Background: an optimization exercise with open tools, aiming at a short achievable clock period and few clock cycles. Do not read the settings as production practice. Function was checked by simulation only, so behaviour that the tests miss may differ from the original. Power is estimated from default activity; no workload was simulated.

Setup of red:
## rv32i_cpu
module rv32i_cpu (
    input  wire        clk,
    input  wire        reset,
    output wire [31:0] imem_addr,
    input  wire [31:0] imem_rdata,
    output wire [31:0] dmem_addr,
    output wire [31:0] dmem_wdata,
    output wire        dmem_we,
    output wire [3:0]  dmem_be,
    input  wire [31:0] dmem_rdata
);
Size: about 5100 cells after synthesis, ~1200 flip-flops, ~170 I/O pins, about 0.064 sq mm of cells after synthesis.
==> flow/config.mk <==
export PLATFORM = sky130hd
export DESIGN_NAME = rv32i_cpu
export DESIGN_NICKNAME = rv32i_cpu
export VERILOG_FILES = /design/flow/design.v
export SDC_FILE = /design/flow/constraint.sdc
export NUM_CORES = 4
export LEC_CHECK = 0
export ABC_CLOCK_PERIOD_IN_PS = 2500
export CAP_MARGIN = 20
export CORE_MARGIN = 2
export CORE_UTILIZATION = 40
export SETUP_SLACK_MARGIN = 5
export SLEW_MARGIN = 20
==> flow/constraint.sdc <==
create_clock -name core_clock -period 8.0 [get_ports {clk}]
set_input_delay 1.6000 -clock core_clock [delete_from_list [all_inputs] [get_ports {clk}]]
set_output_delay 1.6000 -clock core_clock [all_outputs]
set_load 0.01 [all_outputs]
run.sh (not shown) runs the stock make flow with config.mk's settings and CLKGATE_MAP_FILE= SYNTH_SCRIPT=/design/flow/synth_recipe.tcl, a recipe that flattens the netlist after the stock synthesis.
red was carried through to the last stage, and its layout satisfied the timing, design-rule and antenna checks.
Testbench counts of red, summed over its fixed seeds: cycles 55,044.
## Diff of input files: blue against red
--- a/flow/design.v
+++ b/flow/design.v
@@ -11,16 +11,14 @@
     input  wire [31:0] dmem_rdata
 );
     reg  [29:0] pa, pt;
     wire [29:0] pc = pa | pt;
     reg         f_valid;
     reg  [29:0] f_pc;
     reg  [31:0] f_ins;
-    reg  [29:0] f_pc1;                             
-    reg  [29:0] f_tb, f_tj;                        
     reg         f_r, f_i, f_ld, f_st, f_br, f_jal, f_jalr, f_lui, f_auipc;
     reg         f_use1, f_use2, f_brs2, f_wr, f_bpred, f_jpred;
     reg         lx_valid;
     reg  [29:0] lx_pc;
     reg         e_wr, e_ld, e_st;                  
     reg         e_beq;                             
     reg         e_blt;                             
@@ -74,16 +72,14 @@
     wire take_b = take_bb | take_bf;
     wire [7:0]  jlo  = fi[29:22];
     wire [8:0]  jsum = {1'b0, pc[7:0]} + {1'b0, jlo};
     wire j_short = (fi[30] == fi[31]) & (fi[20] == fi[31]) & (fi[19:12] == {8{fi[31]}});
     wire take_j = fi_jal & j_short & (jsum[8] == fi[31]);
     wire take   = take_b | take_j;
     wire [29:0] pc_inc   = pc + 30'd1;
-    wire [29:0] fi_bw    = {{20{fi[31]}}, fi[7], fi[30:25], fi[11:9]};
-    wire [29:0] fi_jw    = {{12{fi[31]}}, fi[19:12], fi[20], fi[30:22]};
     wire [29:0] t_bj     = {pc[29:8], take_j ? jsum[7:0] : bsum[7:0]};
     wire        ex_go   = ex_redirect & ~mem_redirect;
     wire [29:0] pa_rest = mem_redirect ? mem_target :
                           id_redir0    ? id_target  :
                           stall        ? pa         :
                           take         ? 30'd0      : pc_inc;
     wire [29:0] pt_rest = (mem_redirect | id_redir0) ? 30'd0 :
@@ -112,17 +108,14 @@
     wire fd_jal   = (fi[6:0] == 7'b1101111);
     wire fd_jalr  = (fi[6:0] == 7'b1100111);
     wire fd_lui   = (fi[6:0] == 7'b0110111);
     wire fd_auipc = (fi[6:0] == 7'b0010111);
     always @(posedge clk) begin
         if (!stall) begin
             f_pc     <= pc;
-            f_pc1    <= pc_inc;
-            f_tb     <= pc + fi_bw;
-            f_tj     <= pc + fi_jw;
             f_ins    <= fi;
             f_r      <= fd_r;
             f_i      <= fd_i;
             f_ld     <= fd_ld;
             f_st     <= fd_st;
             f_br     <= fi_br;
             f_jal    <= fd_jal;
@@ -140,29 +133,31 @@
     end
     wire [2:0] f3  = f_ins[14:12];
     wire [3:0] rd  = f_ins[10:7];
     wire [3:0] rs1 = f_ins[18:15];
     wire [3:0] rs2 = f_ins[23:20];
     wire [31:0] imm_i  = {{20{f_ins[31]}}, f_ins[31:20]};
     wire [31:0] imm_s  = {{20{f_ins[31]}}, f_ins[31:25], f_ins[11:7]};
-    wire [29:0] pc_p1  = f_pc1;
+    wire [29:0] imm_bw = {{20{f_ins[31]}}, f_ins[7], f_ins[30:25], f_ins[11:9]};
+    wire [29:0] imm_jw = {{12{f_ins[31]}}, f_ins[19:12], f_ins[20], f_ins[30:22]};
+    wire [29:0] pc_p1  = f_pc + 30'd1;
     wire [19:0] pc_up  = f_pc[29:10] + f_ins[31:12];
     wire [31:0] d_pass = f_lui   ? {f_ins[31:12], 12'b0} :
                          f_auipc ? {pc_up, f_pc[9:0], 2'b00} : {pc_p1, 2'b00};
-    wire [29:0] alt_b  = f_tb;
+    wire [29:0] alt_b  = f_pc + imm_bw;
     wire j_fuse = f_jalr & e_wr & (e_rd == rs1) & r_pass;
     wire [31:0] j_sum = e_pass + imm_i;
     wire z_fuse = f_br & ~f3[2] & (rs2 == 4'd0) & e_wr & (e_rd == rs1) & e_addi;
     wire z_zero = (e_a == e_nimm);
     wire z_taken = z_zero ^ f3[0];
     wire z_mis  = z_fuse & (z_taken ^ f_bpred);
     wire j_mis  = f_jal & ~f_jpred;
     assign id_redir0   = f_valid & (j_mis | j_fuse | z_mis) & ~mem_redirect;
     assign id_redirect = id_redir0 & ~ex_redirect;
-    assign id_target   = j_mis  ? f_tj :
+    assign id_target   = j_mis  ? (f_pc + imm_jw) :
                          j_fuse ? j_sum[31:2] :
                          z_taken ? alt_b : pc_p1;
     wire d_pred = z_fuse ? z_taken : f_bpred;
     wire lx_set = f_valid & z_fuse & f3[0] & z_taken & (e_a == e_nimm2) &
                   ~mem_redirect & ~ex_redirect;
     always @(posedge clk or posedge reset) begin
         if (reset)
==> summary.txt <==
Summary of blue over red: final routed DRC violation total comparable; combinational share of power now larger. Summary of blue over red: global-route wire length before repair went up, routed wire length +3.6%, multi-input logic portion of the cell area shows an increase of 3.3 points. Taking red as the reference, in blue average vias per placed instance now sits higher, instance area after placement decreased 740 sq um.
Testbench counts of blue, summed over its fixed seeds: cycles 55,044.

Another version of the RTL of rv32i_cpu (not shown whole).
Size in the first run: roughly 5100 cells after synthesis, about 1100 flip-flops, about 170 I/O pins, about 61000 um^2 of cells after synthesis.
==> flow/design.v (excerpt) <==
module rv32i_cpu (
    input  wire        clk,
    input  wire        reset,
    output wire [31:0] imem_addr,
    input  wire [31:0] imem_rdata,
    output wire [31:0] dmem_addr,
    output wire [31:0] dmem_wdata,
    output wire        dmem_we,
    output wire [3:0]  dmem_be,
    input  wire [31:0] dmem_rdata
);
==> flow/config.mk <==
export PLATFORM = sky130hd
export DESIGN_NAME = rv32i_cpu
export DESIGN_NICKNAME = rv32i_cpu
export VERILOG_FILES = /design/flow/design.v
export SDC_FILE = /design/flow/constraint.sdc
export NUM_CORES = 4
export LEC_CHECK = 0
export ABC_CLOCK_PERIOD_IN_PS = 2500
export CAP_MARGIN = 20
export CORE_MARGIN = 2
export CORE_UTILIZATION = 40
export SETUP_SLACK_MARGIN = 5
export SLEW_MARGIN = 20
==> flow/constraint.sdc <==
create_clock -name core_clock -period 8.0 [get_ports {clk}]
set_input_delay 1.6000 -clock core_clock [delete_from_list [all_inputs] [get_ports {clk}]]
set_output_delay 1.6000 -clock core_clock [all_outputs]
set_load 0.01 [all_outputs]
Testbench counts at the start, summed over its fixed seeds: cycles 55,425.
Change:
--- a/flow/design.v
+++ b/flow/design.v
@@ -64,23 +64,26 @@
     wire        ex_redirect;
     wire [29:0] ex_target;
     wire        mem_redirect = m_mis;
     wire [29:0] mem_target   = m_jalr ? m_tgt : m_alt;
     wire [31:0] fi = imem_rdata;
     wire fi_br  = (fi[6:0] == 7'b1100011);
     wire fi_jal = (fi[6:0] == 7'b1101111);
     wire [7:0]  blo  = {fi[29:25], fi[11:9]};
     wire [8:0]  bsum = {1'b0, pc[7:0]} + {1'b0, blo};
     wire lx_hit = lx_valid & (pc[7:0] == lx_pc);
     wire take_bb = fi_br & fi[31] & fi[30] & fi[7] & bsum[8] & ~lx_hit;
-    wire take_b = take_bb;
+    wire same_rs = (fi[18:15] == fi[23:20]);
+    wire f3_eqge = (fi[14:12] == 3'b000) | (fi[14:12] == 3'b101) | (fi[14:12] == 3'b111);
+    wire take_bf = fi_br & ~fi[31] & ~fi[30] & ~fi[7] & ~bsum[8] & same_rs & f3_eqge;
+    wire take_b = take_bb | take_bf;
     wire [7:0]  jlo  = fi[29:22];
     wire [8:0]  jsum = {1'b0, pc[7:0]} + {1'b0, jlo};
     wire j_short = (fi[30] == fi[31]) & (fi[20] == fi[31]) & (fi[19:12] == {8{fi[31]}});
     wire take_j = fi_jal & j_short & (jsum[8] == fi[31]);
     wire take   = (take_b | take_j) & ~c8;
     wire [29:0] pc_inc   = pc + 30'd1;
     wire [29:0] fi_bw    = {{20{fi[31]}}, fi[7], fi[30:25], fi[11:9]};
     wire [29:0] fi_jw    = {{12{fi[31]}}, fi[19:12], fi[20], fi[30:22]};
     wire [7:0]  t_lo     = fi_jal ? jsum[7:0] : bsum[7:0];
     wire        ex_go   = ex_redirect & ~mem_redirect;
     wire        seq      = ~mem_redirect & ~id_redir0 & ~stall;
@@ -147,23 +150,26 @@
     wire [3:0] rs1 = f_ins[18:15];
     wire [3:0] rs2 = f_ins[23:20];
     wire [31:0] imm_i  = {{20{f_ins[31]}}, f_ins[31:20]};
     wire [29:0] imm_jw = {{12{f_ins[31]}}, f_ins[19:12], f_ins[20], f_ins[30:22]};
     wire [31:0] imm_s  = {{20{f_ins[31]}}, f_ins[31:25], f_ins[11:7]};
     wire [29:0] pc_p1  = f_pc1;
     wire [19:0] pc_up  = f_pc[29:10] + f_ins[31:12];
     wire [31:0] d_pass = f_lui   ? {f_ins[31:12], 12'b0} :
                          f_auipc ? {pc_up, f_pc[9:0], 2'b00} : {pc_p1, 2'b00};
     wire [8:0]  d_bsum  = {1'b0, f_pc[7:0]} + {1'b0, f_ins[29:25], f_ins[11:9]};
     wire        f_c8    = &f_pc[7:0];
-    wire        f_bpred = ~f_c8 & f_br & f_ins[31] & f_ins[30] & f_ins[7] & d_bsum[8] & ~f_lxhit;
+    wire        f_bpred = ~f_c8 & ((f_br & f_ins[31] & f_ins[30] & f_ins[7] & d_bsum[8] & ~f_lxhit) |
+                          (f_br & ~f_ins[31] & ~f_ins[30] & ~f_ins[7] & ~d_bsum[8] &
+                           (f_ins[18:15] == f_ins[23:20]) &
+                           ((f3 == 3'b000) | (f3 == 3'b101) | (f3 == 3'b111))));
     wire [8:0]  d_jsum  = {1'b0, f_pc[7:0]} + {1'b0, f_ins[29:22]};
     wire        d_jshort = (f_ins[30] == f_ins[31]) & (f_ins[20] == f_ins[31]) &
                            (f_ins[19:12] == {8{f_ins[31]}});
     wire        f_jpred = ~f_c8 & d_jshort & (d_jsum[8] == f_ins[31]);
     wire [19:0] tb_hi  = (f_tbl[10] == f_ins[31]) ? f_pc[29:10] :
                          f_tbl[10] ? (f_pc[29:10] + 20'd1) : (f_pc[29:10] - 20'd1);
     wire [29:0] alt_b  = {tb_hi, f_tbl[9:0]};
     wire j_fuse = f_jalr & e_wr & (e_rd == rs1) & r_pass;
     wire [31:0] j_sum = e_pass + imm_i;
     wire z_fuse = f_br & ~f3[2] & (rs2 == 4'd0) & e_wr & (e_rd == rs1) & e_addi;
     wire z_zero = (e_a == e_nimm);
- The changed run finished clean
- final area is higher by 0.93%
- first-iteration DRC count is higher by 17%
- register-to-register slack is about the same
- synthesized cell count is about the same
- worst hold slack gets better by 0.032 ns
- setup slack gets worse by 0.014 ns
- total power is lower by 6.3%
- wire length is higher by 2.1%
- maximum frequency is lower by 0.38%
- clock-buffer cell count is lower by 6
- sequential power is lower by about 2%
- synthesized area is lower by 0.93%
Testbench counts after the change, summed over its fixed seeds: cycles 55,047.

-- re-timing with driven ports --
No port has a modelled driver above. Below, the same layouts with a new extraction and two added sets of constraints.
Step 1 sets driving cells, clkbuf_16 on the clock port and buf_2 on the other inputs (assumed; they add their load-dependent delay and slew).
Step 2, shift: input delay + t, output delay - t, t = (earliest + latest rising clock arrival at the registers) / 2. This alone moves slack from input paths to output paths.
a / b / c = ideal ports / drivers / drivers and shift; a / b = the first two.
run | shift t [ns] | slack for setup (ns) | worst setup path after step 2 | worst register clock-pin slew, ns | worst data-port slew with drivers (ns)
red | 0.851 | 4.119 / 4.119 / 3.641 | input to register | 0.07 / 0.07 | 0.06
blue | 0.855 | 4.386 / 4.387 / 3.533 | input to register | 0.07 / 0.07 | 0.07
the first run of note 2 | 0.867 | 4.444 / 4.444 / 3.836 | input to register | 0.07 / 0.07 | 0.23
the second run of note 2 | 0.852 | 4.431 / 4.431 / 3.823 | input to register | 0.07 / 0.07 | 0.20
After both steps every run listed still meets setup and hold. For blue, which loses most, drivers alone change the setup slack by +0.001 ns; drivers and shift together by -0.853 ns.
